Source: an optimization exercise on an open RTL-to-GDS flow (aim: small area, a short achievable clock period and few clock cycles). Production flows keep margins and buffers that such runs may drop.
Function was not checked in any run shown here: the RTL went through the layout flow alone.
Power and IR drop assume default switching activity.

$ cat design/flow/flow/run.sh
#!/bin/bash
# Standard ORFS layout, with buf_1 port buffers and resizing not tied to cell footprints.
set -euo pipefail
cd "$(dirname "$0")/.."
bash standard.sh \
  "BUFFER_PORTS_ARGS=-buffer_cell sky130_fd_sc_hd__buf_1" \
  MATCH_CELL_FOOTPRINT=0 \
  finish > flow_orfs.log 2>&1
$ cat design/flow/standard.sh
#!/bin/bash
# synth_recipe.tcl (not shown) runs the flow's synth.tcl, then flattens the netlist and writes it again
# the make line also repeats each setting of config.mk as NAME=value (left out here)
make -C /OpenROAD-flow-scripts/flow DESIGN_CONFIG=/design/flow/config.mk WORK_HOME=/design/flow/orfs CLKGATE_MAP_FILE= SYNTH_SCRIPT=/design/flow/synth_recipe.tcl "${@:-finish}"
$ cat design/flow/config.mk
export PLATFORM = sky130hd
export DESIGN_NAME = axi4_lite_slave_wrapper
export DESIGN_NICKNAME = axi4_lite_slave_wrapper
export VERILOG_FILES = /design/flow/design.v
export SDC_FILE = /design/flow/constraint.sdc
export NUM_CORES = 4
export LEC_CHECK = 0
export CAP_MARGIN = 20
export CORE_MARGIN = 2
export CORE_UTILIZATION = 40
export SETUP_SLACK_MARGIN = 0
export SLEW_MARGIN = 20
$ cat design/flow/constraint.sdc
create_clock -name core_clock -period 3.0 [get_ports {aclk}]
set_input_delay 0.6000 -clock core_clock [delete_from_list [all_inputs] [get_ports {aclk}]]
set_output_delay 0.6000 -clock core_clock [all_outputs]
set_load 0.01 [all_outputs]
$ cat design/flow/design.v
package axi_pkg;
  typedef enum logic [1:0] {
    RESP_OKAY   = 2'b00,
    RESP_EXOKAY = 2'b01,
    RESP_SLVERR = 2'b10,
    RESP_DECERR = 2'b11
  } axi_resp_t;
  localparam int NUM_REGS = 8;
  localparam logic [7:0] REG_CTRL_OFFSET     = 8'h00;
  localparam logic [7:0] REG_STATUS_OFFSET   = 8'h04;
  localparam logic [7:0] REG_DATA_TX_OFFSET  = 8'h08;
  localparam logic [7:0] REG_DATA_RX_OFFSET  = 8'h0C;
  localparam logic [7:0] REG_IRQ_EN_OFFSET   = 8'h10;
  localparam logic [7:0] REG_IRQ_STAT_OFFSET = 8'h14;
  localparam logic [7:0] REG_SCRATCH_OFFSET  = 8'h18;
  localparam logic [7:0] REG_VERSION_OFFSET  = 8'h1C;
  localparam int REG_CTRL     = 0;
  localparam int REG_STATUS   = 1;
  localparam int REG_DATA_TX  = 2;
  localparam int REG_DATA_RX  = 3;
  localparam int REG_IRQ_EN   = 4;
  localparam int REG_IRQ_STAT = 5;
  localparam int REG_SCRATCH  = 6;
  localparam int REG_VERSION  = 7;
  localparam logic [31:0] IP_VERSION = 32'h0001_0000;
endpackage
module axi4_lite_slave #(
  parameter int ADDR_WIDTH = 32,
  parameter int DATA_WIDTH = 32
)(
  input  logic                    aclk,
  input  logic                    aresetn,
  input  logic [ADDR_WIDTH-1:0]   awaddr,
  input  logic [2:0]              awprot,
  input  logic                    awvalid,
  output logic                    awready,
  input  logic [DATA_WIDTH-1:0]   wdata,
  input  logic [DATA_WIDTH/8-1:0] wstrb,
  input  logic                    wvalid,
  output logic                    wready,
  output logic [1:0]              bresp,
  output logic                    bvalid,
  input  logic                    bready,
  input  logic [ADDR_WIDTH-1:0]   araddr,
  input  logic [2:0]              arprot,
  input  logic                    arvalid,
  output logic                    arready,
  output logic [DATA_WIDTH-1:0]   rdata,
  output logic [1:0]              rresp,
  output logic                    rvalid,
  input  logic                    rready
);
  logic [31:0] reg_ctrl;
  logic [31:0] reg_data_tx;
  logic [31:0] reg_irq_en;
  logic [31:0] reg_scratch;
  logic       aw_v0;                  
  logic       awready_q;              
  logic       wready_q;               
  logic [4:0] aw_e0, aw_e1;
  logic       b_v, b_err;             
  logic       bs_v, bs_err;           
  wire aw_v1 = ~awready_q;
  assign awready = awready_q;
  assign wready  = wready_q;
  wire aw_fire = awvalid & awready_q;
  wire w_fire  = wvalid & wready_q;
  wire       aw_ok_in = (awaddr[31:5] == 27'd0);
  wire [4:0] aw_e_in  = {~aw_ok_in,
                         aw_ok_in & (awaddr[4:2] == 3'd6),
                         aw_ok_in & (awaddr[4:2] == 3'd4),
                         aw_ok_in & (awaddr[4:2] == 3'd2),
                         aw_ok_in & (awaddr[4:2] == 3'd0)};
  logic aw_v0_d, aw_v1_d, bs_v_d;
  always_comb begin
    aw_v0_d = aw_v0;
    aw_v1_d = aw_v1;
    if (w_fire) begin
      aw_v0_d = aw_v1 | aw_fire;
      aw_v1_d = 1'b0;
    end else if (aw_fire) begin
      aw_v0_d = 1'b1;
      aw_v1_d = aw_v0;
    end
  end
  assign bs_v_d = (~b_v | bready) ? 1'b0 : (bs_v | w_fire);
  always_ff @(posedge aclk or negedge aresetn) begin
    if (!aresetn) begin
      aw_v0     <= 1'b0;
      awready_q <= 1'b1;
      wready_q  <= 1'b0;
      b_v  <= 1'b0; b_err  <= 1'b0;
      bs_v <= 1'b0; bs_err <= 1'b0;
    end else begin
      aw_v0     <= aw_v0_d;
      awready_q <= ~aw_v1_d;
      wready_q  <= aw_v0_d & ~bs_v_d;
      bs_v      <= bs_v_d;
      if (~b_v | bready) begin
        b_v   <= bs_v | w_fire;
        b_err <= bs_v ? bs_err : aw_e0[4];
      end else if (w_fire) begin
        bs_err <= aw_e0[4];
      end
    end
  end
  always_ff @(posedge aclk) begin
    if (w_fire | ~aw_v0) aw_e0 <= aw_v1 ? aw_e1 : aw_e_in;
    if (~aw_v1)          aw_e1 <= aw_e_in;
  end
  assign bvalid = b_v;
  assign bresp  = {b_err, 1'b0};
  always_ff @(posedge aclk or negedge aresetn) begin
    if (!aresetn) begin
      reg_ctrl    <= '0;
      reg_data_tx <= '0;
      reg_irq_en  <= '0;
      reg_scratch <= '0;
    end else begin
      for (int b = 0; b < 4; b++) begin
        if (w_fire && wstrb[b]) begin
          if (aw_e0[0]) reg_ctrl[b*8 +: 8]    <= wdata[b*8 +: 8];
          if (aw_e0[1]) reg_data_tx[b*8 +: 8] <= wdata[b*8 +: 8];
          if (aw_e0[2]) reg_irq_en[b*8 +: 8]  <= wdata[b*8 +: 8];
          if (aw_e0[3]) reg_scratch[b*8 +: 8] <= wdata[b*8 +: 8];
        end
      end
    end
  end
  logic        ar_v0;                 
  logic        arready_q;             
  logic [6:0]  ar_s0;
  logic        ar_ok1;
  logic [2:0]  ar_idx1;
  logic        r_v, r_err;            
  logic [31:0] r_data;
  wire ar_v1 = ~arready_q;
  assign arready = arready_q;
  function automatic logic [6:0] rd_sel(input logic ok, input logic [2:0] idx);
    rd_sel = {~ok,
              ok & (idx == 3'd7),
              ok & (idx == 3'd6),
              ok & (idx == 3'd4),
              ok & (idx[2:1] == 2'd1),
              ok & (idx == 3'd1),
              ok & (idx == 3'd0)};
  endfunction
  wire ar_fire = arvalid & arready_q;
  wire r_load  = ~r_v | rready;
  wire ar_pop  = r_load & ar_v0;
  wire ar_ok_in = (araddr[31:5] == 27'd0);
  always_ff @(posedge aclk or negedge aresetn) begin
    if (!aresetn) begin
      ar_v0     <= 1'b0;
      arready_q <= 1'b1;
      r_v       <= 1'b0;
      r_err     <= 1'b0;
    end else begin
      if (ar_pop) begin
        ar_v0     <= ar_v1 | ar_fire;
        arready_q <= 1'b1;
      end else if (ar_fire) begin
        ar_v0     <= 1'b1;
        arready_q <= ~ar_v0;
      end
      if (r_load) begin
        r_v   <= ar_v0;
        r_err <= ar_s0[6];
      end
    end
  end
  always_ff @(posedge aclk) begin
    if (ar_pop | ~ar_v0) ar_s0 <= ar_v1 ? rd_sel(ar_ok1, ar_idx1) : rd_sel(ar_ok_in, araddr[4:2]);
    if (~ar_v1) begin
      ar_ok1  <= ar_ok_in;
      ar_idx1 <= araddr[4:2];
    end
    if (r_load)
      r_data <= ({32{ar_s0[0]}} & reg_ctrl)
              | ({32{ar_s0[1]}} & {31'd0, reg_ctrl[0]})
              | ({32{ar_s0[2]}} & reg_data_tx)
              | ({32{ar_s0[3]}} & reg_irq_en)
              | ({32{ar_s0[4]}} & reg_scratch)
              | ({32{ar_s0[5]}} & axi_pkg::IP_VERSION)
              | ({32{ar_s0[6]}} & 32'hDEADBEEF);
  end
  assign rvalid = r_v;
  assign rdata  = r_data;
  assign rresp  = {r_err, 1'b0};
endmodule
module axi4_lite_slave_wrapper #(
  parameter int ADDR_WIDTH = 32,
  parameter int DATA_WIDTH = 32
)(
  input  logic                      aclk,
  input  logic                      aresetn,
  input  logic [ADDR_WIDTH-1:0]     s_axi_awaddr,
  input  logic [2:0]                s_axi_awprot,
  input  logic                      s_axi_awvalid,
  output logic                      s_axi_awready,
  input  logic [DATA_WIDTH-1:0]     s_axi_wdata,
  input  logic [DATA_WIDTH/8-1:0]   s_axi_wstrb,
  input  logic                      s_axi_wvalid,
  output logic                      s_axi_wready,
  output logic [1:0]                s_axi_bresp,
  output logic                      s_axi_bvalid,
  input  logic                      s_axi_bready,
  input  logic [ADDR_WIDTH-1:0]     s_axi_araddr,
  input  logic [2:0]                s_axi_arprot,
  input  logic                      s_axi_arvalid,
  output logic                      s_axi_arready,
  output logic [DATA_WIDTH-1:0]     s_axi_rdata,
  output logic [1:0]                s_axi_rresp,
  output logic                      s_axi_rvalid,
  input  logic                      s_axi_rready
);
  axi4_lite_slave #(
    .ADDR_WIDTH (ADDR_WIDTH),
    .DATA_WIDTH (DATA_WIDTH)
  ) u_slave (
    .aclk    (aclk),           .aresetn (aresetn),
    .awaddr  (s_axi_awaddr),   .awprot  (s_axi_awprot),
    .awvalid (s_axi_awvalid),  .awready (s_axi_awready),
    .wdata   (s_axi_wdata),    .wstrb   (s_axi_wstrb),
    .wvalid  (s_axi_wvalid),   .wready  (s_axi_wready),
    .bresp   (s_axi_bresp),    .bvalid  (s_axi_bvalid),
    .bready  (s_axi_bready),
    .araddr  (s_axi_araddr),   .arprot  (s_axi_arprot),
    .arvalid (s_axi_arvalid),  .arready (s_axi_arready),
    .rdata   (s_axi_rdata),    .rresp   (s_axi_rresp),
    .rvalid  (s_axi_rvalid),   .rready  (s_axi_rready)
  );
endmodule
==> results by group, run 1 <==
Detailed routing
  • Final WL: 18.3 mm
  • Vias/cell: 5.36
  • Initial DRC Count: 340
  • Via count: 5248
  • Remaining DRCs: 0
  • Final antenna-violating net count: 0
  • DR WL/cell: 18.6 µm
  • TritonRoute pass-1 iters: 5

Placed design
  • PortBufs: 141
  • DP Wirelength: 12.2 mm
  • GPL Wtd Cong: 0.723

Clocking
  • Clk Latency, worst-skew pair: 430 ps
  • CTS Root Cell: clkbuf_16
  • Hold Buf Count CTS: 0
  • Maximum clock path buffer count: 2
  • H-tree depth: 4
  • Worst-path clk slew: 60 ps
  • Post-CTS setup buffer count: 0
  • Clock buffer count from CTS: 17
  • CTS tree: yes
  • Resized cells post-CTS: 0
  • Number of clock sinks: 192

Finish
  • Share of post-route cells with drive strength above 1: 24.7%
  • Post-Route Utilization: 47.3%
  • Final #Nets: 809
  • Area growth from synthesis to layout: 17.3%

Timing
  • Final Hold Viols: 0
  • Slew Viols, Final: 0
  • Slew @ Worst Pin: 929 ps
  • Final setup viols: 0
  • Tmin final: 1900 ps
  • Final TNS setup: 0 ps
  • Worst slew margin: 38.1%
  • Worst setup skew after layout: 8.47 ps
  • Post-route clock period utilization: 63.4%
  • Fmax: 0.526 GHz
  • RSZ-0062 raised after global routing: no

Synth
  • Asr flop ratio synth: 72.4%
  • Most frequent cell after synthesis: dfrtp_1
  • Synth Instances: 553
  • Primary FF master, synth: dfrtp_1
  • Post-synthesis cell type count: 45
  • Top-area cell type share of the netlist area: 42.4%
  • Mux cell area share after synthesis: 19.2%
  • Seq/Total Area, Yosys: 62.1%
  • Post-Syn Area: 8090 µm²
  • Top cells by count, synth: 137 x dfrtp_1, 93 x mux2_2, 48 x edfxtp_1, 44 x nand2_1, 26 x a21oi_1
  • Synth Area in XOR/XNOR: 0%
  • Compound-Gate Fraction of Synth Area: 7.55%
  • Ys Warns: 1
  • Post-Synth Adder-Cell Area: 0%
  • Number of flops mapped to enable cells by yosys: 48
  • Post-synthesis area per instance: 14.6 µm²
  • Simple-Gate Fraction of Synth Area: 9.17%
  • Top cells by area, synth: dfrtp_1 42%, edfxtp_1 18%, mux2_2 13%
  • Largest family of logic cells by synthesized area: multiplexers
  • Synth Register Bits: 192
  • Top cell type by total area after synthesis: dfrtp_1

Pwr
  • Leak Pwr: 4.16 nW
  • Net switching power: 0.00105 W
  • P per Cell Area: 530 nW/µm²
  • Switch share: 20.9%
  • Internal power: 0.00397 W
  • Comb power frac: 2.5%
  • Seq pwr share: 53.1%
  • Max rail drop VDD: 0.000385 V
  • Clk network pwr share: 44.4%

Critical path
  • Crit end category: output pin
  • CP top delay family: flip-flops
  • Cell Chain, Critical Path: buf_1
  • Worst path arrival time: 1300 ps
  • Startpoint Class: flip-flop
  • Critical setup path kind: reg -> out
  • Crit-path max FO: 17
  • Worst path required time: 2400 ps
  • Worst Path Buf+Inv: 1
  • Max stage delay cell, worst path: dfstp_2
  • Maximum cell stage delay along the critical path: 690 ps

Floorplan
  • Die area: 21400 µm²
  • Top Ports: 154
  • Rows: 52
  • Die Width: 146 µm
  • Die Height: 146 µm
  • Starting density of the core: 40.4%
  • Core area: 20000 µm²

GRT
  • Largest net degree at the start of global routing: 140
  • All-layer global routing usage: 17.7%
  • First-pass GRT wire length: 29.5 mm
  • GRT Residual Overflow: 0
  • Number of global-route vias before repair: 5677
  • Initial antenna violation count: 0

Run
  • Max cap viols: 0

Status
  • Outcome: complete, no violations

Worst hold path
  • Worst Hold Class: in -> async
==> power by group through the flow <==
stage,Clock (W),Combinational (W),Sequential (W)
after detailed placement,0,0.000129,0.00272
after global placement,0,0.000123,0.00272
final,0.00223,0.000126,0.00267
after floorplan,0,0.0000142,0.00272
after global routing,0.00239,0.000144,0.00266
after CTS,0.00228,0.000130,0.00267
==> sequential cells by signal, summed over array words and instances (netlist names), 3 cells and up <==
signal / flops
u_slave.ar_s0: 7
u_slave.reg_scratch: 32
u_slave.reg_irq_en: 32
u_slave.reg_ctrl: 32
u_slave.aw_e1: 5
u_slave.ar_idx1: 3
u_slave.r_data: 32
u_slave.reg_data_tx: 32
u_slave.aw_e0: 5
==> path summary, 6_finish.rpt <==
| check | startpoint | endpoint | slack [ps] | cells after the start |
|---|---|---|---|---|
| worst max-delay path | u_slave.arready_q | s_axi_arready | 1100 | 1 |
| worst min-delay path | aresetn | u_slave.reg_ctrl[26] | 280 | 2 |
| worst max register to register | u_slave.ar_s0[4] | u_slave.r_data[2] | 1180 | 3 |
| worst min register to register | u_slave.aw_e1[3] | u_slave.aw_e1[3] | 470 | 2 |
| max in group asynchronous | aresetn | u_slave.reg_irq_en[18] | 2100 | 2 |
| min in group core_clock | s_axi_awvalid | u_slave.awready_q | 440 | 4 |
==> layout make-up <==
| type | count | area [µm²] |
|---|---|---|
| inverters | 4 | 15.0 |
| repair buffers | 148 | 598 |
| diodes | 1 | 2.50 |
| clock inverters | 10 | 98.8 |
| fillers | 1810 | 10600 |
| multi-input cells | 333 | 2920 |
| flip-flops and latches | 192 | 5020 |
| clock buffers | 22 | 495 |
| well taps | 270 | 338 |
==> placed cells by master (no fill, tap or decap), drive strengths merged, types with 3 or more instances in the layout <==
cell / synthesis / routed
a21oi: 26 / 26
a222oi: 23 / 23
a22oi: 17 / 17
and3: 4 / 4
buf: 10 / 147
clkbuf: 15 / 23
clkinv: 0 / 3
clkinvlp: 0 / 3
dfrtp: 137 / 137
dfxtp: 5 / 5
edfxtp: 48 / 48
inv: 4 / 7
mux2: 130 / 130
nand2: 60 / 60
nand2b: 3 / 3
nand3: 5 / 5
nand3b: 3 / 3
nand4: 11 / 11
nor2: 6 / 6
nor4: 12 / 12
o21ai: 7 / 7
o32ai: 4 / 4
==> per-layer routing <==
metal  wire length [µm]  vias to the layer above  track usage, %
met5                  0                        -               0
met4                333                        0            7.14
met3                982                       27            3.88
met2               9420                      182            31.4
met1               7540                     2647            21.0
li1                   -                     2392               -
==> logic make-up (layout without fill, tap and decap cells) <==
group | after synthesis | count (layout)
flops | 192 | 192
mux | 131 | 131
simple gates | 117 | 117
compound gates | 83 | 83
buf+inv | 29 | 184
other cells | 1 | 3
==> metrics by stage <==
stage          instances  power (W)  area [µm²]  hold slack (ps)  setup WS [ps]
2_1_floorplan        554    0.00273        8090              304            968
3_3_place_gp         947    0.00284        8890              466           1020
3_5_place_dp         947    0.00285        8890              455            981
4_1_cts              979    0.00508        9480              353           1060
5_1_grt              979    0.00520        9480              381           1020
6_report             980    0.00502        9490              282           1100
==> inputs of run 2 (changes only) <==
--- a/design/flow/config.mk
+++ b/design/flow/config.mk
@@ -8,5 +8,5 @@
 export CAP_MARGIN = 20
 export CORE_MARGIN = 2
 export CORE_UTILIZATION = 40
-export SETUP_SLACK_MARGIN = 0
+export SETUP_SLACK_MARGIN = 1.0
 export SLEW_MARGIN = 20
==> run 2 against run 1 <==
Clock-buffer cell count is 2 higher. Worst setup slack got worse by 2.7 ps. Sequential power about the same. Total power decreased by 2.5%. Via count is 0.93% lower. Still clean. Die area unchanged. Synthesized cell count stayed put. Non-clock buffer count grew 2. Clock skew increased by 0.86 ps. Worst hold slack lost 73 ps. Global-route usage rose by 0.45 points.
==> results by group, run 2 <==
Status
  • Outcome: complete, no violations (unchanged)

Critical path
  • Crit end category: output pin (unchanged)
  • Startpoint Class: flip-flop (unchanged)
  • Cell Chain, Critical Path: buf_1 (unchanged)
  • Maximum cell stage delay along the critical path: 690 ps (about the same)
  • Crit-path max FO: 17 (unchanged)
  • Worst Setup SP: u_slave.arready_q (unchanged)
  • Worst r2r path cells: 3 (unchanged)
  • Critical setup path kind: reg -> out (unchanged)
  • CP top delay family: flip-flops (unchanged)
  • Critical Path Stages: 1 (unchanged)
  • Worst Path Buf+Inv: 1 (unchanged)
  • Max stage delay cell, worst path: dfstp_2 (unchanged)
  • Worst path arrival time: 1310 ps (was 1300 ps)
  • FF-to-FF Start: u_slave.ar_s0[4] (unchanged)
  • Worst path required time: 2400 ps (about the same)

Synth
  • Synth Instances: 553 (unchanged)
  • Top-area cell type share of the netlist area: 42.4% (unchanged)
  • Primary FF master, synth: dfrtp_1 (unchanged)
  • Post-synthesis cell type count: 45 (unchanged)
  • Seq/Total Area, Yosys: 62.1% (unchanged)
  • Top cell type by total area after synthesis: dfrtp_1 (unchanged)
  • Post-Syn Area: 8090 µm² (unchanged)
  • Asr flop ratio synth: 72.4% (unchanged)
  • Number of flops mapped to enable cells by yosys: 48 (unchanged)
  • Top cells by count, synth: 137 x dfrtp_1, 93 x mux2_2, 48 x edfxtp_1, 44 x nand2_1, 26 x a21oi_1 (unchanged)
  • Top cells by area, synth: dfrtp_1 42%, edfxtp_1 18%, mux2_2 13% (unchanged)
  • Most frequent cell after synthesis: dfrtp_1 (unchanged)
  • Ys Warns: 1 (unchanged)
  • Synth Register Bits: 192 (unchanged)
  • Post-synthesis area per instance: 14.6 µm² (unchanged)

Timing
  • RSZ-0062 raised after global routing: no (unchanged)
  • Slew Viols, Final: 0 (unchanged)
  • Final Hold Viols: 0 (unchanged)
  • Worst setup skew after layout: 9.33 ps (was 8.47 ps)
  • Post-route clock period utilization: 63.5% (was 63.4%)
  • Tmin final: 1910 ps (was 1900 ps)
  • Fmax: 0.525 GHz (was 0.526 GHz)
  • Worst slew margin: 30.4% (was 38.1%)
  • Slew @ Worst Pin: 1040 ps (was 929 ps)
  • Final setup viols: 0 (unchanged)
  • Final TNS setup: 0 ps (unchanged)

GRT
  • All-layer global routing usage: 18.2% (was 17.7%)
  • First-pass GRT wire length: 29.8 mm (was 29.5 mm)
  • Number of global-route vias before repair: 5564 (was 5677)
  • GRT Residual Overflow: 0 (unchanged)
  • Largest net degree at the start of global routing: 51 (was 140)
  • Initial antenna violation count: 0 (unchanged)

Detailed routing
  • Vias/cell: 5.30 (was 5.36)
  • Final antenna-violating net count: 0 (unchanged)
  • Remaining DRCs: 0 (unchanged)
  • Via count: 5199 (was 5248)
  • DR WL/cell: 19.1 µm (was 18.6 µm)
  • Final WL: 18.8 mm (was 18.3 mm)
  • Initial DRC Count: 303 (was 340)
  • TritonRoute pass-1 iters: 7 (was 5)

Pwr
  • Leak Pwr: 4.15 nW (was 4.16 nW)
  • Max rail drop VDD: 0.000335 V (was 0.000385 V)
  • P per Cell Area: 518 nW/µm² (was 530 nW/µm²)

Finish
  • Final #Nets: 811 (was 809)
  • Filler instances: 1833 (was 1810)
  • Share of post-route cells with drive strength above 1: 24.6% (was 24.7%)
  • Commonest cells after routing, fill and taps aside: 140 x buf_1, 137 x dfrtp_1, 93 x mux2_2 (unchanged)
  • Commonest non-fill, non-tap cell in the layout: buf_1 (unchanged)
  • Ant diodes: 0 (was 1)
  • Area growth from synthesis to layout: 17.0% (was 17.3%)
  • Final Instance Area: 9460 µm² (was 9490 µm²)

Run
  • Max cap viols: 0 (unchanged)

Floorplan
  • Starting density of the core: 40.4% (unchanged)
  • Rows: 52 (unchanged)
  • Core area: 20000 µm² (unchanged)
  • Die Width: 146 µm (unchanged)
  • Top Ports: 154 (unchanged)
  • Die Height: 146 µm (unchanged)
  • Die area: 21400 µm² (unchanged)

Placed design
  • DP Wirelength: 12.5 mm (was 12.2 mm)
  • Dpl cell area: 8920 µm² (was 8890 µm²)
  • PortBufs: 141 (unchanged)
  • GPL Wtd Cong: 0.745 (was 0.723)

Clocking
  • Number of clock sinks: 192 (unchanged)
  • Worst-path clk slew: 70 ps (was 60 ps)
  • Resized cells post-CTS: 0 (unchanged)
  • CTS tree: yes (unchanged)
  • Clk Latency, worst-skew pair: 430 ps (about the same)
  • Clock buffer count from CTS: 17 (unchanged)
  • Maximum clock path buffer count: 2 (unchanged)
  • Post-CTS setup buffer count: 0 (unchanged)
  • H-tree depth: 4 (unchanged)
  • CTS Root Cell: clkbuf_16 (unchanged)
  • Hold Buf Count CTS: 0 (unchanged)

Worst hold path
  • Worst Hold Class: in -> async (unchanged)
## run 2: cell counts after synthesis
Identical to the previous run, type by type.
## run 2: final timing paths
| path | end | slack (ps) |
|---|---|---|
| setup reg to reg | u_slave.r_data[18] | 1100 |
| hold reg to reg | u_slave.aw_e1[4] | 490 |
| setup / recovery | s_axi_arready | 1090 |
| hold / removal | u_slave.reg_data_tx[28] | 210 |
| max in group asynchronous | u_slave.arready_q | 2040 |
| min in group core_clock | u_slave.ar_v0 | 450 |
## run 2: routing by layer
| layer | wire length, µm | GRT usage [%] | vias up |
|---|---|---|---|
| met5 | 0 | 0 | - |
| met1 | 7920 | 22.2 | 2621 |
| li1 | - | - | 2389 |
| met2 | 9610 | 31.8 | 164 |
| met4 | 357 | 5.92 | 0 |
| met3 | 879 | 4.38 | 25 |
## run 2: logic make-up (layout without fill, tap and decap cells)
kind of cell	count (synthesis)	after routing	synth area share [%]
DFF	192	192	62.1
buffers and inverters	29	186	1.93
other	1	2	0.0464
and+or+nand+nor	117	117	9.17
AOI/OAI and AO/OA	83	83	7.55
muxes	131	131	19.2
## run 2: power by group
group | internal, W | total (W) | switching, W | leakage, nW
Clock | 0.00115 | 0.00210 | 0.000953 | 0.263
Combinational | 0.0000427 | 0.000130 | 0.0000871 | 1.46
Sequential | 0.00267 | 0.00267 | 0 | 2.43
Total | 0.00386 | 0.00490 | 0.00104 | 4.15
## run 2: layout make-up
type | count | area, µm² | share of cell area [%]
clock inverter | 8 | 56.3 | 0.595
multi-input combinational | 333 | 2920 | 30.8
tap | 270 | 338 | 3.57
sequential | 192 | 5020 | 53.1
timing repair buffer | 150 | 626 | 6.61
inverter | 4 | 15.0 | 0.159
clock buffer | 24 | 492 | 5.20
## run 2: stage by stage
step	hold WS (ps)	setup WS [ps]	std cells	total power (W)	util [%]
final	210	1090	981	0.00490	47.2
after global routing	251	1010	981	0.00507	47.2
after CTS	230	1060	981	0.00494	47.2
after detailed placement	475	964	949	0.00285	44.5
after global placement	464	1020	949	0.00284	44.5
after floorplan	304	1320	554	0.00273	-
==> inputs of run 3 (changes only) <==
--- a/design/flow/design.v
+++ b/design/flow/design.v
@@ -55,16 +55,17 @@
   logic [31:0] reg_irq_en;
   logic [31:0] reg_scratch;
   logic       aw_v0;                  
-  logic       awready_q;              
-  logic       wready_q;               
+  logic       aw_v1;                  
+  logic       w_blk;                  
+  logic       b_idle;                 
+  logic       awready_q, wready_q;    
   logic [4:0] aw_e0, aw_e1;
   logic       b_v, b_err;             
   logic       bs_v, bs_err;           
-  wire aw_v1 = ~awready_q;
   assign awready = awready_q;
   assign wready  = wready_q;
-  wire aw_fire = awvalid & awready_q;
-  wire w_fire  = wvalid & wready_q;
+  wire aw_fire = awvalid & ~aw_v1;
+  wire w_fire  = wvalid & ~w_blk;
   wire       aw_ok_in = (awaddr[31:5] == 27'd0);
   wire [4:0] aw_e_in  = {~aw_ok_in,
                          aw_ok_in & (awaddr[4:2] == 3'd6),
@@ -83,21 +84,27 @@
       aw_v1_d = aw_v0;
     end
   end
-  assign bs_v_d = (~b_v | bready) ? 1'b0 : (bs_v | w_fire);
+  wire b_free = b_idle | bready;      
+  assign bs_v_d = b_free ? 1'b0 : (bs_v | w_fire);
   always_ff @(posedge aclk or negedge aresetn) begin
     if (!aresetn) begin
       aw_v0     <= 1'b0;
+      aw_v1     <= 1'b0;
+      w_blk     <= 1'b1;
       awready_q <= 1'b1;
       wready_q  <= 1'b0;
-      b_v  <= 1'b0; b_err  <= 1'b0;
+      b_v  <= 1'b0; b_idle <= 1'b1; b_err <= 1'b0;
       bs_v <= 1'b0; bs_err <= 1'b0;
     end else begin
       aw_v0     <= aw_v0_d;
+      aw_v1     <= aw_v1_d;
+      w_blk     <= ~(aw_v0_d & ~bs_v_d);
       awready_q <= ~aw_v1_d;
       wready_q  <= aw_v0_d & ~bs_v_d;
       bs_v      <= bs_v_d;
-      if (~b_v | bready) begin
-        b_v   <= bs_v | w_fire;
+      if (b_free) begin
+        b_v    <= bs_v | w_fire;
+        b_idle <= ~(bs_v | w_fire);
         b_err <= bs_v ? bs_err : aw_e0[4];
       end else if (w_fire) begin
         bs_err <= aw_e0[4];
@@ -128,13 +135,14 @@
     end
   end
   logic        ar_v0;                 
+  logic        ar_v1;                 
   logic        arready_q;             
+  logic        r_idle;                
   logic [6:0]  ar_s0;
   logic        ar_ok1;
   logic [2:0]  ar_idx1;
   logic        r_v, r_err;            
   logic [31:0] r_data;
-  wire ar_v1 = ~arready_q;
   assign arready = arready_q;
   function automatic logic [6:0] rd_sel(input logic ok, input logic [2:0] idx);
     rd_sel = {~ok,
@@ -145,26 +153,31 @@
               ok & (idx == 3'd1),
               ok & (idx == 3'd0)};
   endfunction
-  wire ar_fire = arvalid & arready_q;
-  wire r_load  = ~r_v | rready;
+  wire ar_fire = arvalid & ~ar_v1;
+  wire r_load  = r_idle | rready;
   wire ar_pop  = r_load & ar_v0;
   wire ar_ok_in = (araddr[31:5] == 27'd0);
   always_ff @(posedge aclk or negedge aresetn) begin
     if (!aresetn) begin
       ar_v0     <= 1'b0;
+      ar_v1     <= 1'b0;
       arready_q <= 1'b1;
       r_v       <= 1'b0;
+      r_idle    <= 1'b1;
       r_err     <= 1'b0;
     end else begin
       if (ar_pop) begin
         ar_v0     <= ar_v1 | ar_fire;
+        ar_v1     <= 1'b0;
         arready_q <= 1'b1;
       end else if (ar_fire) begin
         ar_v0     <= 1'b1;
+        ar_v1     <= ar_v0;
         arready_q <= ~ar_v0;
       end
       if (r_load) begin
-        r_v   <= ar_v0;
+        r_v    <= ar_v0;
+        r_idle <= ~ar_v0;
         r_err <= ar_s0[6];
       end
     end
==> run 3 against run 2 <==
Still clean on timing, DRC and antenna. Register-to-register slack improved by 20 ps. Final area increased by 0.65%. Synthesized area grew 0.48%. Die area increased by 0.47%. Fmax up 1.4%. Wire length is 1.3% lower. Non-clock buffer count decreased by 1. Synthesized cell count rose by 2.4%. Via count is 2.3% higher.
==> results by group, run 3 <==
Timing
  • Tmin final: 1880 ps (was 1910 ps)
  • RSZ-0062 raised after global routing: no (unchanged)
  • Final TNS setup: 0 ps (unchanged)
  • Fmax: 0.532 GHz (was 0.525 GHz)
  • Final worst slack: 1120 ps (was 1090 ps)
  • Worst setup skew after layout: 7.81 ps (was 9.33 ps)
  • Post-route clock period utilization: 62.6% (was 63.5%)
  • Worst slew margin: 44.5% (was 30.4%)
  • Slew Viols, Final: 0 (unchanged)
  • Final Hold Viols: 0 (unchanged)
  • Slew @ Worst Pin: 833 ps (was 1040 ps)
  • Final hold slack: 274 ps (was 210 ps)
  • Final setup viols: 0 (unchanged)

Finish
  • Final Instance Area: 9530 µm² (was 9460 µm²)
  • Area growth from synthesis to layout: 17.2% (was 17.0%)
  • Filler instances: 1814 (was 1833)
  • Commonest cells after routing, fill and taps aside: 140 x buf_1, 139 x dfrtp_1, 130 x mux2_2 (was 140 x buf_1, 137 x dfrtp_1, 93 x mux2_2)
  • Commonest non-fill, non-tap cell in the layout: buf_1 (unchanged)
  • Share of post-route cells with drive strength above 1: 26.5% (was 24.6%)
  • Final #Nets: 824 (was 811)
  • Ant diodes: 0 (unchanged)

Detailed routing
  • Vias/cell: 5.35 (was 5.30)
  • Via count: 5318 (was 5199)
  • Initial DRC Count: 393 (was 303)
  • Remaining DRCs: 0 (unchanged)
  • Final antenna-violating net count: 0 (unchanged)
  • DR WL/cell: 18.6 µm (was 19.1 µm)
  • TritonRoute pass-1 iters: 5 (was 7)
  • Final WL: 18.5 mm (was 18.8 mm)

GRT
  • All-layer global routing usage: 18.1% (was 18.2%)
  • First-pass GRT wire length: 30.0 mm (was 29.8 mm)
  • Largest net degree at the start of global routing: 145 (was 51)
  • Initial antenna violation count: 0 (unchanged)
  • GRT Residual Overflow: 0 (unchanged)
  • Number of global-route vias before repair: 5757 (was 5564)

Clocking
  • Hold Buf Count CTS: 0 (unchanged)
  • Number of clock sinks: 197 (was 192)
  • Worst-path clk slew: 70 ps (about the same)
  • H-tree depth: 4 (unchanged)
  • CTS Root Cell: clkbuf_16 (unchanged)
  • Maximum clock path buffer count: 2 (unchanged)
  • Resized cells post-CTS: 0 (unchanged)
  • Post-CTS setup buffer count: 0 (unchanged)
  • CTS tree: yes (unchanged)
  • Clk Latency, worst-skew pair: 430 ps (about the same)
  • Clock buffer count from CTS: 17 (unchanged)

Floorplan
  • Die Height: 147 µm (was 146 µm)
  • Rows: 52 (unchanged)
  • Starting density of the core: 40.4% (about the same)
  • Die area: 21500 µm² (was 21400 µm²)
  • Die Width: 147 µm (was 146 µm)
  • Core area: 20100 µm² (was 20000 µm²)
  • Top Ports: 154 (unchanged)

Critical path
  • Worst r2r path cells: 3 (unchanged)
  • Startpoint Class: flip-flop (unchanged)
  • Reg-to-reg setup timing slack: 1120 ps (was 1100 ps)
  • RR Endpoint: u_slave.reg_ctrl[4] (was u_slave.r_data[18])
  • FF-to-FF Start: u_slave.w_blk (was u_slave.ar_s0[4])
  • Crit-path max FO: 20 (was 17)
  • Worst path required time: 3310 ps (was 2400 ps)
  • Crit end category: flip-flop (was output pin)
  • Worst path arrival time: 2190 ps (was 1310 ps)
  • Critical setup path kind: reg -> reg (was reg -> out)

Synth
  • Mux cell area share after synthesis: 18.1% (was 19.2%)
  • Top cells by count, synth: 139 x dfrtp_1, 130 x mux2_2, 49 x nand2_1, 48 x edfxtp_1, 26 x a21oi_1 (was 137 x dfrtp_1, 93 x mux2_2, 48 x edfxtp_1, 44 x nand2_1, 26 x a21oi_1)
  • Post-synthesis area per instance: 14.4 µm² (was 14.6 µm²)
  • Synth Area in XOR/XNOR: 0% (unchanged)
  • Ys Warns: 1 (unchanged)
  • Top cell type by total area after synthesis: dfrtp_1 (unchanged)
  • Synth Register Bits: 197 (was 192)
  • Largest family of logic cells by synthesized area: multiplexers (unchanged)
  • Number of flops mapped to enable cells by yosys: 48 (unchanged)
  • Asr flop ratio synth: 73.1% (was 72.4%)
  • Synth Instances: 566 (was 553)
  • Seq/Total Area, Yosys: 63.4% (was 62.1%)
  • Top cells by area, synth: dfrtp_1 43%, mux2_2 18%, edfxtp_1 18% (was dfrtp_1 42%, edfxtp_1 18%, mux2_2 13%)
  • Most frequent cell after synthesis: dfrtp_1 (unchanged)
  • Post-Syn Area: 8130 µm² (was 8090 µm²)
  • Post-Synth Adder-Cell Area: 0% (unchanged)
  • Top-area cell type share of the netlist area: 42.8% (was 42.4%)
  • Post-synthesis cell type count: 41 (was 45)
  • Compound-Gate Fraction of Synth Area: 7.48% (was 7.55%)
  • Primary FF master, synth: dfrtp_1 (unchanged)
  • Simple-Gate Fraction of Synth Area: 9.05% (was 9.17%)

Placed design
  • Place WS: 699 ps (was 964 ps)
  • DP Wirelength: 12.1 mm (was 12.5 mm)
  • PortBufs: 141 (unchanged)
  • GPL Wtd Cong: 0.764 (was 0.745)
  • Dpl cell area: 8940 µm² (was 8920 µm²)

Pwr
  • P per Cell Area: 955 nW/µm² (was 518 nW/µm²)
  • Max rail drop VDD: 0.000364 V (was 0.000335 V)
  • Leak Pwr: 3.65 nW (was 4.15 nW)

Worst hold path
  • Worst Hold Class: in -> async (unchanged)

Run
  • Max cap viols: 0 (unchanged)

Status
  • Outcome: complete, no violations (unchanged)
[run 3: cell count changes after synthesis, moves of 9 or more]
cell	delta
mux2_2	+37
mux2_4	-21
mux2_1	-16
nand2_4	-16
nand3_2	+14
o21ai_0	+9
[run 3: per-layer routing]
metal,global-route usage [%],part of all wire [%],vias up
met5,0,0,-
met4,4.56,0.86,0
met3,4.28,5.2,12
met2,32.8,53,157
met1,21.6,41,2705
li1,-,-,2444
[run 3: metrics by stage]
stage                     utilization, %  instances  power [W]
after global routing                47.4        994    0.00962
after global placement              44.5        962    0.00672
final                               47.4        994    0.00910
after CTS                           47.4        994    0.00917
after floorplan                        -        567    0.00614
after detailed placement            44.5        962    0.00692
[run 3: area by class of cell]
type                       instances  area (µm²)  share of cell area, %
clock buffer                      21         462                   4.85
clock inverter                    11         125                   1.31
inverter                           5        18.8                  0.197
multi-input combinational        341        2830                   29.7
sequential                       197        5150                   54.1
tap                              270         338                   3.55
timing repair buffer             149         606                   6.36
[run 3: cells by family (layout without fill, tap and decap cells)]
group                  Yosys count  after routing
muxes                          131            131
buffers and inverters           29            186
AOI/OAI and AO/OA               85             85
other                            1              2
DFF                            197            197
and+or+nand+nor                123            123
[run 3: where the power goes]
| group | total [W] | switching (W) | internal, W |
|---|---|---|---|
| Clock | 0.00226 | 0.000979 | 0.00128 |
| Sequential | 0.00467 | 0.000682 | 0.00399 |
| Combinational | 0.00217 | 0.00106 | 0.00111 |
| Total | 0.00910 | 0.00272 | 0.00638 |
[run 3: critical path, cell delays in order, from the launching register on]
cell and delay [ps]:
dfstp_2 390, nor2b_4 560, nand3_2 400, mux2_2 390
[run 3: worst max-delay path by stage]
| stage | startpoint | end | slack, ps |
|---|---|---|---|
| 2_1_floorplan | s_axi_rready | u_slave.r_data[0] | 1270 |
| 3_3_place_gp | s_axi_wvalid | u_slave.reg_ctrl[16] | 770 |
| 3_5_place_dp | s_axi_wvalid | u_slave.reg_ctrl[4] | 700 |
| 4_1_cts | u_slave.w_blk | u_slave.reg_ctrl[4] | 1110 |
| 5_1_grt | u_slave.w_blk | u_slave.reg_ctrl[4] | 1020 |
| 6_report | u_slave.w_blk | u_slave.reg_ctrl[4] | 1120 |
==> inputs of run 4 (changes only) <==
--- a/design/flow/config.mk
+++ b/design/flow/config.mk
@@ -8,5 +8,5 @@
 export CAP_MARGIN = 20
 export CORE_MARGIN = 2
 export CORE_UTILIZATION = 40
-export SETUP_SLACK_MARGIN = 1.0
+export SETUP_SLACK_MARGIN = 0.5
 export SLEW_MARGIN = 20
==> run 4 against run 3 <==
Critical endpoint unchanged. Critical path depth unchanged. Highest routed layer unchanged. Non-clock buffer count unchanged. Synthesized area unchanged. Clock skew unchanged.
==> results by group, run 4 <==
Critical path
  • Reg-to-reg setup timing slack: 1120 ps (about the same)
  • Worst r2r path cells: 3 (unchanged)
  • FF-to-FF Start: u_slave.w_blk (unchanged)
  • RR Endpoint: u_slave.reg_ctrl[4] (unchanged)
  • Critical setup path kind: reg -> reg (unchanged)
  • Worst path arrival time: 2190 ps (about the same)
  • Worst path required time: 3310 ps (about the same)
  • Cell Chain, Critical Path: nor2b_4 > nand3_2 > mux2_2 (unchanged)
  • Startpoint Class: flip-flop (unchanged)
  • Crit end category: flip-flop (unchanged)
  • Max stage delay cell, worst path: nor2b_4 (unchanged)
  • Crit-path max FO: 20 (unchanged)
  • Maximum cell stage delay along the critical path: 560 ps (about the same)

GRT
  • GRT Residual Overflow: 0 (unchanged)
  • Largest net degree at the start of global routing: 145 (unchanged)
  • All-layer global routing usage: 18.1% (unchanged)
  • First-pass GRT wire length: 30.0 mm (unchanged)
  • Initial antenna violation count: 0 (unchanged)
  • Number of global-route vias before repair: 5757 (unchanged)

Clocking
  • Worst-path clk slew: 70 ps (about the same)
  • Clk Latency, worst-skew pair: 430 ps (about the same)
  • Resized cells post-CTS: 0 (unchanged)
  • Clock buffer count from CTS: 17 (unchanged)
  • CTS Root Cell: clkbuf_16 (unchanged)
  • CTS tree: yes (unchanged)
  • Hold Buf Count CTS: 0 (unchanged)
  • H-tree depth: 4 (unchanged)
  • Number of clock sinks: 197 (unchanged)
  • Maximum clock path buffer count: 2 (unchanged)
  • Post-CTS setup buffer count: 0 (unchanged)

Synth
  • Primary FF master, synth: dfrtp_1 (unchanged)
  • Synth Register Bits: 197 (unchanged)
  • Top cells by count, synth: 139 x dfrtp_1, 130 x mux2_2, 49 x nand2_1, 48 x edfxtp_1, 26 x a21oi_1 (unchanged)
  • Top cells by area, synth: dfrtp_1 43%, mux2_2 18%, edfxtp_1 18% (unchanged)
  • Most frequent cell after synthesis: dfrtp_1 (unchanged)
  • Top-area cell type share of the netlist area: 42.8% (unchanged)
  • Seq/Total Area, Yosys: 63.4% (unchanged)
  • Post-Syn Area: 8130 µm² (unchanged)
  • Top cell type by total area after synthesis: dfrtp_1 (unchanged)
  • Post-synthesis area per instance: 14.4 µm² (unchanged)
  • Synth Instances: 566 (unchanged)
  • Asr flop ratio synth: 73.1% (unchanged)
  • Ys Warns: 1 (unchanged)
  • Number of flops mapped to enable cells by yosys: 48 (unchanged)
  • Post-synthesis cell type count: 41 (unchanged)

Detailed routing
  • Initial DRC Count: 393 (unchanged)
  • Via count: 5318 (unchanged)
  • Final WL: 18.5 mm (unchanged)
  • Remaining DRCs: 0 (unchanged)
  • Vias/cell: 5.35 (unchanged)
  • Final antenna-violating net count: 0 (unchanged)
  • DR WL/cell: 18.6 µm (unchanged)
  • TritonRoute pass-1 iters: 5 (unchanged)

Run
  • Max cap viols: 0 (unchanged)

Finish
  • Post-Route Utilization: 47.4% (unchanged)
  • Final #Nets: 824 (unchanged)
  • Commonest cells after routing, fill and taps aside: 140 x buf_1, 139 x dfrtp_1, 130 x mux2_2 (unchanged)
  • Area growth from synthesis to layout: 17.2% (unchanged)
  • Commonest non-fill, non-tap cell in the layout: buf_1 (unchanged)
  • Filler instances: 1814 (unchanged)
  • Share of post-route cells with drive strength above 1: 26.5% (unchanged)
  • Ant diodes: 0 (unchanged)
  • Layout Cells excl Fill: 994 (unchanged)

Pwr
  • Leak Pwr: 3.65 nW (unchanged)
  • Internal power: 0.00638 W (unchanged)
  • P per Cell Area: 955 nW/µm² (unchanged)
  • Max rail drop VDD: 0.000364 V (unchanged)
  • Comb power frac: 23.8% (about the same)
  • PnR Total Power: 0.00910 W (unchanged)
  • Seq pwr share: 51.4% (about the same)
  • Net switching power: 0.00272 W (unchanged)
  • Clk network pwr share: 24.8% (about the same)
  • Switch share: 29.9% (unchanged)

Floorplan
  • Core area: 20100 µm² (unchanged)
  • Die area: 21500 µm² (unchanged)
  • Die Height: 147 µm (unchanged)
  • Rows: 52 (unchanged)
  • Die Width: 147 µm (unchanged)
  • Top Ports: 154 (unchanged)
  • Starting density of the core: 40.4% (unchanged)

Timing
  • Fmax: 0.532 GHz (unchanged)
  • Post-route clock period utilization: 62.6% (unchanged)
  • Final TNS setup: 0 ps (unchanged)
  • Final setup viols: 0 (unchanged)
  • Worst slew margin: 44.5% (unchanged)
  • Final hold slack: 274 ps (unchanged)
  • RSZ-0062 raised after global routing: no (unchanged)
  • Worst setup skew after layout: 7.81 ps (unchanged)
  • Final Hold Viols: 0 (unchanged)
  • Slew @ Worst Pin: 833 ps (unchanged)
  • Slew Viols, Final: 0 (unchanged)
  • Tmin final: 1880 ps (unchanged)

Worst hold path
  • Worst Hold Class: in -> async (unchanged)

Placed design
  • PortBufs: 141 (unchanged)
  • DP Wirelength: 12.1 mm (unchanged)
  • DP Cell Count: 962 (unchanged)
  • GPL Wtd Cong: 0.764 (unchanged)

Status
  • Outcome: complete, no violations (unchanged)
run 4: area by class of cell:
class	instances	area, µm²	share of cell area (%)
inverters	5	18.8	0.197
flip-flops and latches	197	5150	54.1
multi-input cells	341	2830	29.7
clock buffers	21	462	4.85
clock inverters	11	125	1.31
repair buffers	149	606	6.36
well taps	270	338	3.55
run 4: power groups by stage:
stage	clock network, W	logic (W)	registers (W)
floorplan	0	0.00160	0.00454
global placement	0	0.00210	0.00462
detailed placement	0	0.00220	0.00472
CTS	0.00231	0.00220	0.00466
global route	0.00242	0.00240	0.00480
finish	0.00226	0.00217	0.00467
run 4: worst max-delay path, delay by kind of cell (launching register included):
kind	cells	cell delay, ps
multiplexers	1	390
flip-flops	1	390
AND/OR/NAND/NOR	2	960
run 4: cells by family (layout without fill, tap and decap cells):
logic type | after synthesis | after routing | synth area share, %
simple gates | 123 | 123 | 9.05
flops | 197 | 197 | 63.4
compound gates | 85 | 85 | 7.48
other cells | 1 | 2 | 0.0461
buf+inv | 29 | 186 | 1.89
mux | 131 | 131 | 18.1
run 4: worst max path at each step:
stage	startpoint	end	slack (ps)	cells after the start
floorplan	s_axi_rready	u_slave.r_data[0]	1270	2
finish	u_slave.w_blk	u_slave.reg_ctrl[4]	1120	3
global placement	s_axi_wvalid	u_slave.reg_ctrl[16]	770	4
global route	u_slave.w_blk	u_slave.reg_ctrl[4]	1020	3
CTS	u_slave.w_blk	u_slave.reg_ctrl[4]	1110	3
detailed placement	s_axi_wvalid	u_slave.reg_ctrl[4]	700	4
run 4: routing by layer:
metal | share of wire (%) | global-route usage, %
met4 | 0.86 | 4.56
met2 | 53 | 32.8
met5 | 0 | 0
met3 | 5.2 | 4.28
met1 | 41 | 21.6
run 4: through the flow:
| step | setup WS, ps | instance area (µm²) |
|---|---|---|
| 2_1_floorplan | 1270 | 8130 |
| 3_3_place_gp | 771 | 8940 |
| 3_5_place_dp | 699 | 8940 |
| 4_1_cts | 1110 | 9530 |
| 5_1_grt | 1020 | 9530 |
| 6_report | 1120 | 9530 |
==> inputs of run 5 (changes only) <==
--- a/design/flow/design.v
+++ b/design/flow/design.v
@@ -59,6 +59,7 @@
   logic       w_blk;                  
   logic       b_idle;                 
   logic       awready_q, wready_q;    
+  logic [3:0] w_arm;                  
   logic [4:0] aw_e0, aw_e1;
   logic       b_v, b_err;             
   logic       bs_v, bs_err;           
@@ -73,6 +74,8 @@
                          aw_ok_in & (awaddr[4:2] == 3'd2),
                          aw_ok_in & (awaddr[4:2] == 3'd0)};
   logic aw_v0_d, aw_v1_d, bs_v_d;
+  logic [4:0] aw_e0_d;
+  assign aw_e0_d = (w_fire | ~aw_v0) ? (aw_v1 ? aw_e1 : aw_e_in) : aw_e0;
   always_comb begin
     aw_v0_d = aw_v0;
     aw_v1_d = aw_v1;
@@ -91,6 +94,7 @@
       aw_v0     <= 1'b0;
       aw_v1     <= 1'b0;
       w_blk     <= 1'b1;
+      w_arm     <= 4'd0;
       awready_q <= 1'b1;
       wready_q  <= 1'b0;
       b_v  <= 1'b0; b_idle <= 1'b1; b_err <= 1'b0;
@@ -99,6 +103,7 @@
       aw_v0     <= aw_v0_d;
       aw_v1     <= aw_v1_d;
       w_blk     <= ~(aw_v0_d & ~bs_v_d);
+      w_arm     <= {4{aw_v0_d & ~bs_v_d}} & aw_e0_d[3:0];
       awready_q <= ~aw_v1_d;
       wready_q  <= aw_v0_d & ~bs_v_d;
       bs_v      <= bs_v_d;
@@ -112,7 +117,7 @@
     end
   end
   always_ff @(posedge aclk) begin
-    if (w_fire | ~aw_v0) aw_e0 <= aw_v1 ? aw_e1 : aw_e_in;
+    aw_e0 <= aw_e0_d;
     if (~aw_v1)          aw_e1 <= aw_e_in;
   end
   assign bvalid = b_v;
@@ -125,11 +130,11 @@
       reg_scratch <= '0;
     end else begin
       for (int b = 0; b < 4; b++) begin
-        if (w_fire && wstrb[b]) begin
-          if (aw_e0[0]) reg_ctrl[b*8 +: 8]    <= wdata[b*8 +: 8];
-          if (aw_e0[1]) reg_data_tx[b*8 +: 8] <= wdata[b*8 +: 8];
-          if (aw_e0[2]) reg_irq_en[b*8 +: 8]  <= wdata[b*8 +: 8];
-          if (aw_e0[3]) reg_scratch[b*8 +: 8] <= wdata[b*8 +: 8];
+        if (wvalid && wstrb[b]) begin
+          if (w_arm[0]) reg_ctrl[b*8 +: 8]    <= wdata[b*8 +: 8];
+          if (w_arm[1]) reg_data_tx[b*8 +: 8] <= wdata[b*8 +: 8];
+          if (w_arm[2]) reg_irq_en[b*8 +: 8]  <= wdata[b*8 +: 8];
+          if (w_arm[3]) reg_scratch[b*8 +: 8] <= wdata[b*8 +: 8];
         end
       end
     end
--- a/design/flow/config.mk
+++ b/design/flow/config.mk
@@ -8,5 +8,6 @@
 export CAP_MARGIN = 20
 export CORE_MARGIN = 2
 export CORE_UTILIZATION = 40
-export SETUP_SLACK_MARGIN = 0.5
+export SETUP_SLACK_MARGIN = 1.4
 export SLEW_MARGIN = 20
+export TNS_END_PERCENT = 0
==> run 5 against run 4 <==
Sequential power up 0.9%. Still clean. Worst setup slack better by 120 ps. Total power grew 3.0%. Register-to-register slack better by 150 ps. Critical path depth shrank 2. Clock-buffer cell count grew 15. Cell count up 2.9%. Final area increased by 1.4%.
==> results by group, run 5 <==
Floorplan
  • Starting density of the core: 40.5% (was 40.4%)
  • Rows: 52 (unchanged)
  • Die Width: 146 µm (was 147 µm)
  • Die area: 21400 µm² (was 21500 µm²)
  • Die Height: 146 µm (was 147 µm)
  • Core area: 20000 µm² (was 20100 µm²)
  • Top Ports: 154 (unchanged)

Critical path
  • Worst path required time: 2400 ps (was 3310 ps)
  • Critical setup path kind: reg -> out (was reg -> reg)
  • Maximum cell stage delay along the critical path: 540 ps (was 560 ps)
  • Startpoint Class: flip-flop (unchanged)
  • Cell Chain, Critical Path: clkbuf_2 (was nor2b_4 > nand3_2 > mux2_2)
  • RR Endpoint: u_slave.r_data[3] (was u_slave.reg_ctrl[4])
  • Worst path arrival time: 1160 ps (was 2190 ps)
  • Crit end category: output pin (was flip-flop)
  • Worst Path Buf+Inv: 1 (was 0)
  • FF-to-FF Start: u_slave.ar_s0[4] (was u_slave.w_blk)
  • Crit-path max FO: 2 (was 20)
  • Max stage delay cell, worst path: dfstp_2 (was nor2b_4)
  • Reg-to-reg setup timing slack: 1270 ps (was 1120 ps)
  • CP top delay family: flip-flops (was simple AND/OR/NAND/NOR gates)
  • Worst r2r path cells: 3 (unchanged)

Finish
  • Commonest cells after routing, fill and taps aside: 143 x dfrtp_1, 139 x buf_1, 130 x mux2_2 (was 140 x buf_1, 139 x dfrtp_1, 130 x mux2_2)
  • Share of post-route cells with drive strength above 1: 25.1% (was 26.5%)
  • Area growth from synthesis to layout: 19.2% (was 17.2%)
  • Commonest non-fill, non-tap cell in the layout: dfrtp_1 (was buf_1)
  • Final Instance Area: 9660 µm² (was 9530 µm²)
  • Final #Nets: 852 (was 824)

Timing
  • Worst slew margin: 53.5% (was 44.5%)
  • Final setup viols: 0 (unchanged)
  • Post-route clock period utilization: 58.5% (was 62.6%)
  • Worst setup skew after layout: 9.96 ps (was 7.81 ps)
  • Fmax: 0.570 GHz (was 0.532 GHz)
  • RSZ-0062 raised after global routing: yes (was no)
  • Final worst slack: 1240 ps (was 1120 ps)
  • Final hold slack: 184 ps (was 274 ps)
  • Slew @ Worst Pin: 697 ps (was 833 ps)
  • Tmin final: 1760 ps (was 1880 ps)
  • Final TNS setup: 0 ps (unchanged)
  • Final Hold Viols: 0 (unchanged)
  • Slew Viols, Final: 0 (unchanged)

Worst hold path
  • Worst Hold Class: in -> async (unchanged)

Synth
  • Top cells by count, synth: 143 x dfrtp_1, 130 x mux2_2, 52 x nand2_1, 44 x edfxtp_1, 28 x a21oi_1 (was 139 x dfrtp_1, 130 x mux2_2, 49 x nand2_1, 48 x edfxtp_1, 26 x a21oi_1)
  • Most frequent cell after synthesis: dfrtp_1 (unchanged)
  • Post-synthesis cell type count: 40 (was 41)
  • Synth Instances: 583 (was 566)
  • Top cell type by total area after synthesis: dfrtp_1 (unchanged)
  • Seq/Total Area, Yosys: 64.3% (was 63.4%)
  • Post-Syn Area: 8110 µm² (was 8130 µm²)
  • Primary FF master, synth: dfrtp_1 (unchanged)
  • Post-synthesis area per instance: 13.9 µm² (was 14.4 µm²)
  • Synth Register Bits: 201 (was 197)
  • Asr flop ratio synth: 73.6% (was 73.1%)
  • Number of flops mapped to enable cells by yosys: 44 (was 48)
  • Ys Warns: 1 (unchanged)
  • Top-area cell type share of the netlist area: 44.1% (was 42.8%)
  • Top cells by area, synth: dfrtp_1 44%, mux2_2 18%, edfxtp_1 16% (was dfrtp_1 43%, mux2_2 18%, edfxtp_1 18%)

Clocking
  • Number of clock sinks: 201 (was 197)
  • Hold Buf Count CTS: 0 (unchanged)
  • Worst-path clk slew: 60 ps (was 70 ps)
  • H-tree depth: 1 (was 4)
  • CTS Root Cell: clkbuf_16 (unchanged)
  • Clock buffer count from CTS: 21 (was 17)
  • CTS tree: yes (unchanged)
  • Maximum clock path buffer count: 3 (was 2)
  • Clk Latency, worst-skew pair: 490 ps (was 430 ps)

Placed design
  • Place WS: 804 ps (was 699 ps)
  • PortBufs: 141 (unchanged)
  • Dpl cell area: 8990 µm² (was 8940 µm²)
  • GPL Wtd Cong: 0.798 (was 0.764)
  • DP Wirelength: 12.4 mm (was 12.1 mm)

Detailed routing
  • Via count: 5457 (was 5318)
  • DR WL/cell: 18.4 µm (was 18.6 µm)
  • Final WL: 18.8 mm (was 18.5 mm)
  • Remaining DRCs: 0 (unchanged)
  • Final antenna-violating net count: 0 (unchanged)
  • Vias/cell: 5.33 (was 5.35)
  • Initial DRC Count: 338 (was 393)
  • TritonRoute pass-1 iters: 8 (was 5)

GRT
  • GRT met3 Usage: 3.31% (was 4.28%)
  • Largest net degree at the start of global routing: 59 (was 145)
  • GR Util met2: 30.9% (was 32.8%)
  • Initial antenna violation count: 2 (was 0)
  • All-layer global routing usage: 17.7% (was 18.1%)
  • Busiest grt layer: met2 (unchanged)
  • GRT Residual Overflow: 0 (unchanged)
  • GR Layer Usage met1: 22.9% (was 21.6%)
  • First-pass GRT wire length: 30.3 mm (was 30.0 mm)
  • Number of global-route vias before repair: 5779 (was 5757)

Run
  • Max cap viols: 0 (unchanged)

Pwr
  • Net switching power: 0.00276 W (was 0.00272 W)
  • Max rail drop VDD: 0.000424 V (was 0.000364 V)
  • Switch share: 29.4% (was 29.9%)
  • Seq pwr share: 50.3% (was 51.4%)
  • Comb power frac: 24.2% (was 23.8%)
  • Leak Pwr: 3.85 nW (was 3.65 nW)
  • Internal power: 0.00661 W (was 0.00638 W)
  • Clk network pwr share: 25.4% (was 24.8%)
  • P per Cell Area: 970 nW/µm² (was 955 nW/µm²)

Status
  • Outcome: complete, no violations (unchanged)
-- run 5: cell types whose count changed in the layout (fill, tap and decap cells not counted), moves of 5 or more --
cell and delta:
nor2_1 +6, nand3_1 +15, o21ai_0 -6, nand4_1 -5, buf_4 +6, a31oi_1 +7, inv_1 +5, clkbuf_1 +8
nand3_2 -14
-- run 5: cells by family after synthesis --
logic type,Yosys count,share of synthesized area [%]
other cells,1,0.0463
mux,131,18.2
compound gates,92,8.37
flops,201,64.3
buf+inv,34,1.79
simple gates,124,7.33
-- run 5: power groups by stage --
stage | clock (W) | combinational, W | sequential [W]
after floorplan | 0 | 0.00160 | 0.00459
after global placement | 0 | 0.00212 | 0.00469
after detailed placement | 0 | 0.00223 | 0.00478
after CTS | 0.00244 | 0.00230 | 0.00470
after global routing | 0.00256 | 0.00250 | 0.00485
final | 0.00238 | 0.00227 | 0.00471
-- run 5: timing repair --
item	in CTS	in global routing
pin swaps	0	1
setup buffers	4	1
resized for setup	0	4
setup endpoints to repair	55	99
-- run 5: stage by stage --
stage | utilization (%) | power [W] | instances
final | 48.2 | 0.00937 | 1023
after floorplan | - | 0.00619 | 584
after detailed placement | 44.9 | 0.00701 | 981
after global routing | 48.2 | 0.00992 | 1022
after global placement | 44.9 | 0.00681 | 981
after CTS | 48.1 | 0.00943 | 1021
-- run 5: layout make-up --
| class | count | area, µm² |
|---|---|---|
| Fill cell | 1810 | 10400 |
| Sequential cell | 201 | 5210 |
| Multi-Input combinational cell | 349 | 2780 |
| Timing Repair Buffer | 156 | 672 |
| Clock buffer | 36 | 622 |
| Tap cell | 270 | 338 |
| Inverter | 10 | 37.5 |
| Antenna cell | 1 | 2.50 |
-- run 5: layer usage --
metal / vias to the layer above / share of wire, % / routed length, µm
li1: 2519 / - / -
met1: 2741 / 42 / 7930
met2: 172 / 51 / 9570
met3: 23 / 5.8 / 1100
met4: 2 / 1.2 / 230
met5: - / 0.069 / 13
-- run 5: worst max-delay path by stage --
stage,startpoint,end,slack [ps],depth (start not counted)
after floorplan,s_axi_awaddr[25],u_slave.w_arm[0],1180,4
after global routing,u_slave.arready_q,s_axi_arready,1210,1
after global placement,s_axi_araddr[7],u_slave.ar_s0[0],890,5
after CTS,u_slave.arready_q,s_axi_arready,1190,1
final,u_slave.arready_q,s_axi_arready,1240,1
after detailed placement,s_axi_araddr[6],u_slave.ar_s0[5],800,5
-- run 5: worst register-to-register path: stages, from the launching register on --
cell and delay, ps:
edfxtp_1 640, buf_4 320, a222oi_1 400, nand2_1 110
==> inputs of run 6 (changes only) <==
--- a/design/flow/config.mk
+++ b/design/flow/config.mk
@@ -8,6 +8,4 @@
 export CAP_MARGIN = 20
 export CORE_MARGIN = 2
 export CORE_UTILIZATION = 40
-export SETUP_SLACK_MARGIN = 1.4
 export SLEW_MARGIN = 20
-export TNS_END_PERCENT = 0
==> run 6 against run 5 <==
Wire length grew 1.0%. Final area fell by 0.78%. Flip-flop and latch count unchanged. Still clean. Cell count is 0.49% lower. Register-to-register slack lost 240 ps. Worst setup slack got worse by 220 ps. Largest cell class unchanged. Synthesized area is the same. Sequential power hardly changed. Fmax fell by 11%. First-iteration DRC count is 7.1% higher.
==> results by group, run 6 <==
Critical path
  • Startpoint Class: flip-flop (unchanged)
  • Worst path arrival time: 2190 ps (was 1160 ps)
  • Worst path required time: 3220 ps (was 2400 ps)
  • Crit end category: flip-flop (was output pin)
  • Worst Setup SP: u_slave.ar_s0[4] (was u_slave.arready_q)
  • Crit-path max FO: 23 (was 2)
  • Critical setup path kind: reg -> reg (was reg -> out)
  • Reg-to-reg setup timing slack: 1030 ps (was 1270 ps)
  • FF-to-FF Start: u_slave.ar_s0[4] (unchanged)

Finish
  • Layout Cells excl Fill: 1018 (was 1023)
  • Final #Nets: 846 (was 852)
  • Commonest non-fill, non-tap cell in the layout: dfrtp_1 (unchanged)
  • Commonest cells after routing, fill and taps aside: 143 x dfrtp_1, 140 x buf_1, 130 x mux2_2 (was 143 x dfrtp_1, 139 x buf_1, 130 x mux2_2)
  • Area growth from synthesis to layout: 18.3% (was 19.2%)
  • Filler instances: 1840 (was 1810)
  • Share of post-route cells with drive strength above 1: 24.0% (was 25.1%)

Floorplan
  • Die Width: 146 µm (unchanged)
  • Rows: 52 (unchanged)
  • Top Ports: 154 (unchanged)
  • Die Height: 146 µm (unchanged)
  • Core area: 20000 µm² (unchanged)
  • Die area: 21400 µm² (unchanged)
  • Starting density of the core: 40.5% (unchanged)

Placed design
  • Place WS: 785 ps (was 804 ps)
  • DP Wirelength: 12.5 mm (was 12.4 mm)
  • PortBufs: 141 (unchanged)
  • DP Cell Count: 980 (was 981)
  • GPL Wtd Cong: 0.801 (was 0.798)

Pwr
  • Max rail drop VDD: 0.000459 V (was 0.000424 V)
  • Leak Pwr: 3.81 nW (was 3.85 nW)
  • PnR Total Power: 0.00932 W (was 0.00937 W)
  • P per Cell Area: 972 nW/µm² (was 970 nW/µm²)

Clocking
  • Clock buffer count from CTS: 21 (unchanged)
  • CTS tree: yes (unchanged)
  • Worst-path clk slew: 60 ps (about the same)
  • Post-CTS setup buffer count: 0 (was 4)
  • Number of clock sinks: 201 (unchanged)
  • CTS Root Cell: clkbuf_16 (unchanged)
  • Resized cells post-CTS: 0 (unchanged)
  • Hold Buf Count CTS: 0 (unchanged)
  • H-tree depth: 1 (unchanged)
  • Maximum clock path buffer count: 3 (unchanged)
  • Clk Latency, worst-skew pair: 480 ps (was 490 ps)

Synth
  • Top cells by count, synth: 143 x dfrtp_1, 130 x mux2_2, 52 x nand2_1, 44 x edfxtp_1, 28 x a21oi_1 (unchanged)
  • Number of flops mapped to enable cells by yosys: 44 (unchanged)
  • Top cells by area, synth: dfrtp_1 44%, mux2_2 18%, edfxtp_1 16% (unchanged)
  • Synth Register Bits: 201 (unchanged)
  • Post-synthesis area per instance: 13.9 µm² (unchanged)
  • Top cell type by total area after synthesis: dfrtp_1 (unchanged)
  • Ys Warns: 1 (unchanged)
  • Post-Syn Area: 8110 µm² (unchanged)
  • Primary FF master, synth: dfrtp_1 (unchanged)
  • Seq/Total Area, Yosys: 64.3% (unchanged)
  • Post-synthesis cell type count: 40 (unchanged)
  • Synth Instances: 583 (unchanged)
  • Most frequent cell after synthesis: dfrtp_1 (unchanged)
  • Asr flop ratio synth: 73.6% (unchanged)
  • Top-area cell type share of the netlist area: 44.1% (unchanged)

GRT
  • All-layer global routing usage: 17.8% (was 17.7%)
  • Number of global-route vias before repair: 5867 (was 5779)
  • Initial antenna violation count: 2 (unchanged)
  • First-pass GRT wire length: 30.4 mm (was 30.3 mm)
  • GRT Residual Overflow: 0 (unchanged)
  • Largest net degree at the start of global routing: 78 (was 59)

Status
  • Outcome: complete, no violations (unchanged)

Detailed routing
  • Vias/cell: 5.38 (was 5.33)
  • TritonRoute pass-1 iters: 6 (was 8)
  • DR WL/cell: 18.7 µm (was 18.4 µm)
  • Initial DRC Count: 362 (was 338)
  • Met3 wire length: 948 µm (was 1.10 mm)
  • Remaining DRCs: 0 (unchanged)
  • Final WL: 19.0 mm (was 18.8 mm)
  • WL met1: 7.70 mm (was 7.93 mm)
  • Final antenna-violating net count: 0 (unchanged)
  • Via count: 5479 (was 5457)
  • Met2 wire length: 10.0 mm (was 9.57 mm)
  • Top layer reached by signal wires: met5 (unchanged)

Timing
  • Final setup viols: 0 (unchanged)
  • Final hold slack: 136 ps (was 184 ps)
  • RSZ-0062 raised after global routing: no (was yes)
  • Worst slew margin: 16.7% (was 53.5%)
  • Final worst slack: 1030 ps (was 1240 ps)
  • Final TNS setup: 0 ps (unchanged)
  • Post-route clock period utilization: 65.7% (was 58.5%)
  • Final Hold Viols: 0 (unchanged)
  • Slew Viols, Final: 0 (unchanged)
  • Worst setup skew after layout: 8.11 ps (was 9.96 ps)
  • Tmin final: 1970 ps (was 1760 ps)
  • Slew @ Worst Pin: 1250 ps (was 697 ps)
  • Fmax: 0.507 GHz (was 0.570 GHz)

Run
  • Max cap viols: 0 (unchanged)

Worst hold path
  • Worst Hold Class: in -> async (unchanged)
-- run 6: path summary, 6_finish.rpt --
| kind | endpoint | cells past startpoint |
|---|---|---|
| worst max-delay path | u_slave.r_data[31] | 3 |
| worst min-delay path | u_slave.r_err | 1 |
| max in group asynchronous | u_slave.reg_ctrl[5] | 2 |
| worst max register to register | u_slave.r_data[31] | 3 |
| min in group core_clock | u_slave.ar_v0 | 3 |
| worst min register to register | u_slave.aw_e1[4] | 2 |
-- run 6: per-stage QoR --
step	area, µm²	util (%)
after CTS	9590	47.8
after floorplan	8110	-
after global placement	8950	44.7
final	9590	47.8
after global routing	9590	47.8
after detailed placement	8950	44.7
-- run 6: layout make-up --
| type | instances | area (µm²) | area share, % |
|---|---|---|---|
| flip-flops and latches | 201 | 5210 | 54.4 |
| multi-input cells | 349 | 2750 | 28.7 |
| repair buffers | 150 | 613 | 6.39 |
| clock buffers | 29 | 596 | 6.21 |
| well taps | 270 | 338 | 3.52 |
| inverters | 10 | 37.5 | 0.391 |
| clock inverters | 8 | 36.3 | 0.378 |
| diodes | 1 | 2.50 | 0.0261 |
-- run 6: power by group --
part	switching [W]	total, W	internal (W)
sequential	0.000673	0.00473	0.00406
clock	0.000998	0.00238	0.00138
combinational	0.00109	0.00221	0.00112
-- run 6: kinds of logic after synthesis --
logic type,share of synthesized area (%)
AO/OA/AOI/OAI,8.37
buffers and inverters,1.79
flip-flops,64.3
multiplexers,18.2
AND/OR/NAND/NOR,7.33
other,0.0463
-- run 6: per-layer routing --
layer | vias to the layer above | track usage (%)
li1 | 2503 | -
met1 | 2769 | 21.2
met2 | 178 | 33.7
met3 | 27 | 2.44
met4 | 2 | 4.56
met5 | - | 0
-- run 6: critical path, stage by stage, from the launching register on --
cell,delay [ps]
edfxtp_1,870
buf_4,410
a222oi_1,300
nand2_1,120

-- afterwards: timing with drivers on the ports --
How much do the figures lean on ideal ports? The routed layouts below were timed once more, with nothing changed but the port constraints. Step 1: set_driving_cell puts a clkbuf_16 on aclk and a buf_2 on each other input, an assumption about the parent block. Step 2, shift: input delay + t, output delay - t, t = (earliest + latest rising clock arrival at the registers) / 2. This alone moves slack from input paths to output paths. Slacks: no drivers / after step 1 / after step 2; pairs: no drivers / after step 1.
run | t, ns | slack for setup (ns) | cell pins on the clock port's net
run 1 | 0.469 | 1.097 / 1.051 / 1.007 | 1
run 2 | 0.471 | 1.094 / 1.049 / 0.968 | 1
run 3 | 0.474 | 1.121 / 1.121 / 0.692 | 1
run 4 | 0.474 | 1.121 / 1.121 / 0.692 | 1
run 5 | 0.527 | 1.244 / 1.200 / 0.967 | 1
run 6 | 0.522 | 1.028 / 1.028 / 0.772 | 1
After both steps every run listed still meets setup and hold.
